This is an optimization exercise on Yosys and OpenROAD, whose aim is small area and a short achievable clock period, not a production implementation.

trial 66:
==> flow/design.v <==
`timescale 1ns / 1ps
module instruction_fetch_unit (
    input clk,
    input rst,
    output [31:0] pc
);
    reg [29:0] pc_word;
    always @(posedge clk or posedge rst) begin
        if (rst)
            pc_word <= 30'b0;
        else
            pc_word <= pc_word + 30'd1;
    end
    assign pc = {pc_word, 2'b00};
endmodule
`timescale 1ns / 1ps
module register_file_unit1(
    input         clk,
    input         rst,
    input  [31:1] sel1,           
    input  [31:1] sel2,           
    input  [4:0]  wr_rd,          
    input  [31:0] wr_data,
    output [31:0] data1,
    output [31:0] data2
);
    wire [31:0] and1 [1:31];
    wire [31:0] and2 [1:31];
    genvar g;
    generate
        for (g = 1; g < 32; g = g + 1) begin : xr
            reg [31:0] x;
            reg        written;
            wire       we = (wr_rd == g);
            always @(posedge clk or posedge rst) begin
                if (rst)
                    written <= 1'b0;
                else if (we)
                    written <= 1'b1;
            end
            always @(posedge clk)
                if (we)
                    x <= wr_data;
            wire [4:0] rv = g;
            wire [4:0] lo = (x[4:0] & {5{written}}) | (rv & {5{~written}});
            wire       s1 = sel1[g] & written;
            wire       s2 = sel2[g] & written;
            assign and1[g] = {{27{s1}} & x[31:5], {5{sel1[g]}} & lo};
            assign and2[g] = {{27{s2}} & x[31:5], {5{sel2[g]}} & lo};
        end
    endgenerate
    reg [31:0] r1, r2;
    integer i;
    always @(*) begin
        r1 = 32'b0;
        r2 = 32'b0;
        for (i = 1; i < 32; i = i + 1) begin
            r1 = r1 | and1[i];
            r2 = r2 | and2[i];
        end
    end
    assign data1 = r1;
    assign data2 = r2;
endmodule
`timescale 1ns / 1ps
module control_unit1(
    input  [31:0] ins,
    output [5:0]  alu_sel,
    output        alu_inv,
    output        is_itype,
    output [4:0]  rd_w
);
    wire [6:0] opcode = ins[6:0];
    wire [2:0] funct3 = ins[14:12];
    wire [6:0] funct7 = ins[31:25];
    wire rtype = (opcode == 7'b0110011);
    wire itype = (opcode == 7'b0010011);
    wire alu   = rtype | itype;
    wire op_sub = rtype & (funct3 == 3'b000) & (funct7 == 7'b0100000);
    wire op_and = alu & (funct3 == 3'b111);
    wire op_or  = alu & (funct3 == 3'b110);
    wire op_xor = alu & (funct3 == 3'b100);
    wire op_slt = alu & (funct3 == 3'b010);
    wire op_add = ~(op_sub | op_and | op_or | op_xor | op_slt);
    assign alu_sel  = {op_slt, op_xor, op_or, op_and, op_sub, op_add};
    assign alu_inv  = op_sub | op_slt;
    assign is_itype = itype;
    assign rd_w     = alu ? ins[11:7] : 5'd0;
endmodule
`timescale 1ns / 1ps
module arithmetic_logic_unit1(
    input  [31:0] operand1,
    input  [31:0] operand2,
    input  [5:0]  alu_sel,
    input         alu_inv,
    output [31:0] alu_result
);
    wire [33:0] sum_c = {1'b0, operand1, 1'b1} + {1'b0, operand2, alu_inv};
    wire [31:0] sum = sum_c[32:1];
    wire ltu = ~sum_c[33];
    assign alu_result = ({32{alu_sel[0] | alu_sel[1]}} & sum[31:0])
                      | ({32{alu_sel[2]}} & (operand1 & operand2))
                      | ({32{alu_sel[3]}} & (operand1 | operand2))
                      | ({32{alu_sel[4]}} & (operand1 ^ operand2))
                      | {31'b0, alu_sel[5] & ltu};
endmodule
`timescale 1ns / 1ps
module top_module(
    input clk,
    input rst,
    input [31:0] ins_in,
    output [31:0] pc_out,
    output [31:0] ins_out,
    output [31:0] alu_result_out
);
    wire [31:0] pc;
    instruction_fetch_unit ifu(
        .clk(clk),
        .rst(rst),
        .pc(pc)
    );
    wire [5:0] alu_sel;
    wire       alu_inv;
    wire       is_itype;
    wire [4:0] rd_w;
    control_unit1 cu(
        .ins(ins_in),
        .alu_sel(alu_sel),
        .alu_inv(alu_inv),
        .is_itype(is_itype),
        .rd_w(rd_w)
    );
    wire [4:0] rs1 = ins_in[19:15];
    wire [4:0] rs2 = ins_in[24:20];
    wire [31:0] imm_i = {{20{ins_in[31]}}, ins_in[31:20]};
    reg [31:1] sel1, sel2;
    integer j;
    always @(*) begin
        for (j = 1; j < 32; j = j + 1) begin
            sel1[j] = (rs1 == j);
            sel2[j] = (rs2 == j) & ~is_itype;
        end
    end
    reg [31:0] ex_op1, ex_op2;
    reg [5:0]  ex_sel;
    reg        ex_inv;
    reg [4:0]  ex_rd;
    reg [31:0] m_res;           
    reg [4:0]  m_rd;
    reg [31:0] wb_res;          
    reg [4:0]  wb_rd;
    wire [31:0] data1, data2;
    register_file_unit1 rfu(
        .clk(clk),
        .rst(rst),
        .sel1(sel1),
        .sel2(sel2),
        .wr_rd(wb_rd),
        .wr_data(wb_res),
        .data1(data1),
        .data2(data2)
    );
    wire [31:0] alu_out;
    arithmetic_logic_unit1 alu(
        .operand1(ex_op1),
        .operand2(ex_op2),
        .alu_sel(ex_sel),
        .alu_inv(ex_inv),
        .alu_result(alu_out)
    );
    always @(posedge clk) begin
        ex_op1 <= data1;
        ex_op2 <= (data2 | ({32{is_itype}} & imm_i)) ^ {32{alu_inv}};
        wb_res <= m_res;
    end
    always @(posedge clk or posedge rst) begin
        if (rst) begin
            ex_sel <= 6'b0;
            ex_inv <= 1'b0;
            ex_rd  <= 5'b0;
            m_res  <= 32'b0;
            m_rd   <= 5'b0;
            wb_rd  <= 5'b0;
        end else begin
            ex_sel <= alu_sel;
            ex_inv <= alu_inv;
            ex_rd  <= rd_w;
            m_res  <= alu_out;
            m_rd   <= ex_rd;
            wb_rd  <= m_rd;
        end
    end
    assign pc_out         = pc;
    assign ins_out        = ins_in;
    assign alu_result_out = m_res;
endmodule
==> flow/config.mk <==
export PLATFORM = sky130hd
export DESIGN_NAME = top_module
export DESIGN_NICKNAME = top_module
export VERILOG_FILES = /design/flow/design.v
export SDC_FILE = /design/flow/constraint.sdc
export NUM_CORES = 4
export LEC_CHECK = 0
export CAP_MARGIN = 20
export CORE_MARGIN = 2
export CORE_UTILIZATION = 40
export SETUP_SLACK_MARGIN = 3.7
export SLEW_MARGIN = 20
==> flow/constraint.sdc <==
create_clock -name core_clock -period 6.5 [get_ports {clk}]
set_input_delay 1.3000 -clock core_clock [delete_from_list [all_inputs] [get_ports {clk}]]
set_output_delay 1.3000 -clock core_clock [all_outputs]
set_load 0.01 [all_outputs]
run.sh (not shown) runs the stock make flow with config.mk's settings and CLKGATE_MAP_FILE= SYNTH_SCRIPT=/design/flow/synth_recipe.tcl, a recipe that flattens the netlist after the stock synthesis.
## Diff of input files: trial 78 against trial 66
diff --git a/flow/design.v b/flow/design.v
--- a/flow/design.v
+++ b/flow/design.v
@@ -95,9 +95,8 @@
     input         alu_inv,
     output [31:0] alu_result
 );
-    wire [33:0] sum_c = {1'b0, operand1, 1'b1} + {1'b0, operand2, alu_inv};
-    wire [31:0] sum = sum_c[32:1];
-    wire ltu = ~sum_c[33];
+    wire [32:0] sum = {1'b0, operand1} + {1'b0, operand2 ^ {32{alu_inv}}} + {32'b0, alu_inv};
+    wire ltu = ~sum[32];
     assign alu_result = ({32{alu_sel[0] | alu_sel[1]}} & sum[31:0])
                       | ({32{alu_sel[2]}} & (operand1 & operand2))
                       | ({32{alu_sel[3]}} & (operand1 | operand2))
@@ -170,7 +169,7 @@
     );
     always @(posedge clk) begin
         ex_op1 <= data1;
-        ex_op2 <= (data2 | ({32{is_itype}} & imm_i)) ^ {32{alu_inv}};
+        ex_op2 <= data2 | ({32{is_itype}} & imm_i);
         wb_res <= m_res;
     end
     always @(posedge clk or posedge rst) begin
Notes after the runs:
- Trial 78 vs trial 66: area overhead of the layout relative to synthesis up in trial 78
- Final cycle utilization of the critical path: higher on trial 78
- Changes observed in trial 78 relative to trial 66: wire length on met2 up 2.9%, via count normalized by instance count down 1.1%.
- The launch point of the critical path comes out ins_in[2] in one run and ex_inv in the other, namely in trial 66 and trial 78 respectively.
- From trial 66 to trial 78 the numbers moved as follows: number of distinct library cells after synthesis shows a reduction of 6.0%; initial standard-cell utilization of the core shows no meaningful change; routability congestion estimate from global placement rose by about 3.3%.
No run of this note included a check of the RTL's function; only the layout flow was run.

-- re-timing with driven ports --
No port has a modelled driver above. Below, the same layouts with a new extraction and two added sets of constraints. Step 1 assumes that a clkbuf_16 drives the clock port and a buf_2 every other input. Step 2 moves the port delays by t, midway between the first and last clock arrival at a register: inputs arrive t later, outputs are due t later. That takes back most of the time a late clock gives input paths. Three values: no drivers, after step 1, after step 2; two values: the first two.
run | t, ns | setup WS [ns] | worst setup path at the end | worst register clock-pin slew, ns
trial 66 | 0.832 | 3.256 / 3.288 / 2.456 | input to register | 0.07 / 0.07
trial 78 | 0.865 | 2.921 / 2.921 / 2.509 | input to register | 0.07 / 0.07
After both steps every run listed still meets setup and hold. For trial 66, which loses most, drivers alone change the setup slack by +0.032 ns; drivers and shift together by -0.800 ns.
